This is an optimization exercise on Yosys and OpenROAD, whose aim is small area and a short achievable clock period, not a production implementation.
Only simulation tests tie the RTL to the original design; equivalence was not proved.
Power and IR drop assume default switching activity.

## raven
## Vertex_Unit
module Vertex_Unit(
    input clk,
    input reset,
    input Bank2RS_in_sos,
    input Bank2RS_in_eos,
    input [16-1:0] Bank2RS_in_FV_data_0,
    input [16-1:0] Bank2RS_in_FV_data_1,
    input [16-1:0] Bank2RS_in_FV_data_2,
    input [16-1:0] Bank2RS_in_FV_data_3,
    input [$clog2(128)-1:0] Bank2RS_in_Node_id,
    input [$clog2(32)-1:0] start_idx,
    input Vertex_buf_idle,
    input complete,
    input [16-1:0] Weight_data_in_0,
    input [16-1:0] Weight_data_in_1,
    input [16-1:0] Weight_data_in_2,
    input [16-1:0] Weight_data_in_3,
    output logic [16-1:0] vertex_data_0,
    output logic [16-1:0] vertex_data_1,
    output logic [16-1:0] vertex_data_2,
    output logic [16-1:0] vertex_data_3,
    output logic [$clog2(128)-1:0] vertex_Node_id_0,
    output logic [$clog2(128)-1:0] vertex_Node_id_1,
    output logic [$clog2(128)-1:0] vertex_Node_id_2,
    output logic [$clog2(128)-1:0] vertex_Node_id_3,
    output logic fire,
    output logic RS_available,
    output logic Vertex_RS_empty
);
logic st_rx, st_wv, st_wvb;
logic [1:0] ptr;
logic [2:0] bc;
wire st_idle = ~(st_rx | st_wv | st_wvb);
wire we = (st_idle & Bank2RS_in_sos) | st_rx;
logic busy, last, nonempty;
assign fire = last & Bank2RS_in_eos;
assign RS_available = ~(busy | Bank2RS_in_sos);
assign Vertex_RS_empty = ~nonempty;
always_ff @(posedge clk or negedge reset) begin
    if (!reset) begin
        busy <= 1'b0;
        last <= 1'b0;
        nonempty <= 1'b0;
    end else if (st_idle) begin
        if (Bank2RS_in_sos) begin
            busy <= 1'b1;
            last <= (ptr == 2'd3);
            nonempty <= 1'b1;
        end
    end else if (st_rx) begin
        if (Bank2RS_in_eos) begin
            busy <= (ptr == 2'd3);
            last <= 1'b0;
        end
    end else if (st_wvb) begin
        if (Vertex_buf_idle) begin
            busy <= 1'b0;
  ...
For scale: roughly 14000 cells after synthesis, about 2500 flip-flops, ~240 I/O pins, ~150000 um^2 of cells after synthesis.
export LEC_CHECK = 0
export CAP_MARGIN = 40
export CORE_MARGIN = 2
export CORE_UTILIZATION = 35
export MIN_ROUTING_LAYER = met2
export PLACE_DENSITY = 0.5
export SETUP_SLACK_MARGIN = 5
export SLEW_MARGIN = 40
export TNS_END_PERCENT = 5
create_clock -name core_clock -period 10.0 [get_ports {clk}]
run.sh (not shown) runs the stock make flow with config.mk's settings and CLKGATE_MAP_FILE= SYNTH_SCRIPT=/design/flow/synth_recipe.tcl, a recipe that flattens the netlist after the stock synthesis.
raven failed in global routing with GRT-0232.
Here is what was changed in the inputs of sierra compared with raven.
-- flow/config.mk --
<<< raven, line 11
export MIN_ROUTING_LAYER = met2
>>> sierra, line 11
export CTS_CLUSTER_DIAMETER = 100
export CTS_CLUSTER_SIZE = 25
### Flow results
sierra went all the way through the flow, and no timing, DRC or antenna check failed. Taking raven as the reference, in sierra I/O pin count comparable; cell area after synthesis comparable. Number of levels the H-tree was split into: sierra vs raven down 1. Diff raven -> sierra: synthesized area divided by synthesized cell count ~0 delta; post-place instance area ~0 delta; sequential element share of the synthesized area ~0 delta; quantity of I/O buffers inserted on ports ~0 delta. Vertical extent of the die came out exactly the same in sierra and raven. Reported for sierra and raven, synthesized cell count turned out identical to the last digit. sierra: HPWL after detailed placement lower than raven. Post-CTS setup-driven buffer insertion count was lower in the run labelled sierra.
The following lists how maple was set up differently from sierra:
-- flow/config.mk --
<<< sierra, line 11
export CTS_CLUSTER_DIAMETER = 100
export CTS_CLUSTER_SIZE = 25
>>> maple, line 11
export CTS_CLUSTER_DIAMETER = 80
export CTS_CLUSTER_SIZE = 20
[summary]
- maple finished end to end and its layout was clean on timing, DRC and antenna.
- maple reports a higher first-iteration DRC count than sierra does.
- Number of buffers added by the clock tree synthesis step (maple vs. sierra) increases by more than 10%
- Taking sierra as the reference, in maple clock tree buffer count of the final layout saw an increase; clock power saw an increase.
- maple ends up with a post-route fraction of the period consumed by the critical path that is 1.1 points lower than in sierra.
- [compare] base=sierra new=maple: post-layout total power shows an increase of 790 uW, share of total power in sequential cells shows a reduction of 0.6 points.
The inputs of violet differ from those of maple as listed below.
-- flow/config.mk --
<<< maple, line 11
export CTS_CLUSTER_DIAMETER = 80
export CTS_CLUSTER_SIZE = 20
>>> violet, line 11
export CTS_CLUSTER_DIAMETER = 120
export CTS_CLUSTER_SIZE = 30
export MIN_ROUTING_LAYER = met2
violet did not make it past global routing, where a tool error ended it. For buffer count from post-CTS setup fixing, dividing the value from maple by the value from violet gives 1.4. maple → violet: simple-gate share of the synthesized area barely changed; placement-stage worst setup slack climbed 0.016 ns; routability congestion estimate climbed 0.12; number of clock sinks barely changed. Comparing maple and violet, the lower number of levels the H-tree was split into was measured on violet.

-- static timing again, ports no longer ideal --
The results above use ideal ports. As a check the final layouts listed here were re-extracted and re-timed, cells and wires unchanged. Step 1: set_driving_cell puts a clkbuf_16 on clk and a buf_2 on each other input, an assumption about the parent block. Step 2 times the ports against the registers' clock, not the clock port: input delays grow and output delays shrink by t, the midpoint of the rising clock arrivals with the driver on. Three values: ideal, step 1, step 2; two values: the first two.
| run | t (ns) | slack for setup (ns) | latest minus earliest clock arrival (ns) | slew at the worst register clock pin (ns) | worst data-port slew with drivers (ns) |
|---|---|---|---|---|---|
| sierra | 1.026 | 4.395 / 4.344 / 3.318 | 0.058 / 0.058 | 0.11 / 0.11 | 0.51 |
| maple | 1.030 | 4.510 / 4.294 / 3.264 | 0.086 / 0.086 | 0.09 / 0.09 | 0.50 |
After both steps every run listed still meets setup and hold. The setup slack of maple, which loses most, moves by -0.216 ns with the drivers and by -1.246 ns with both steps.
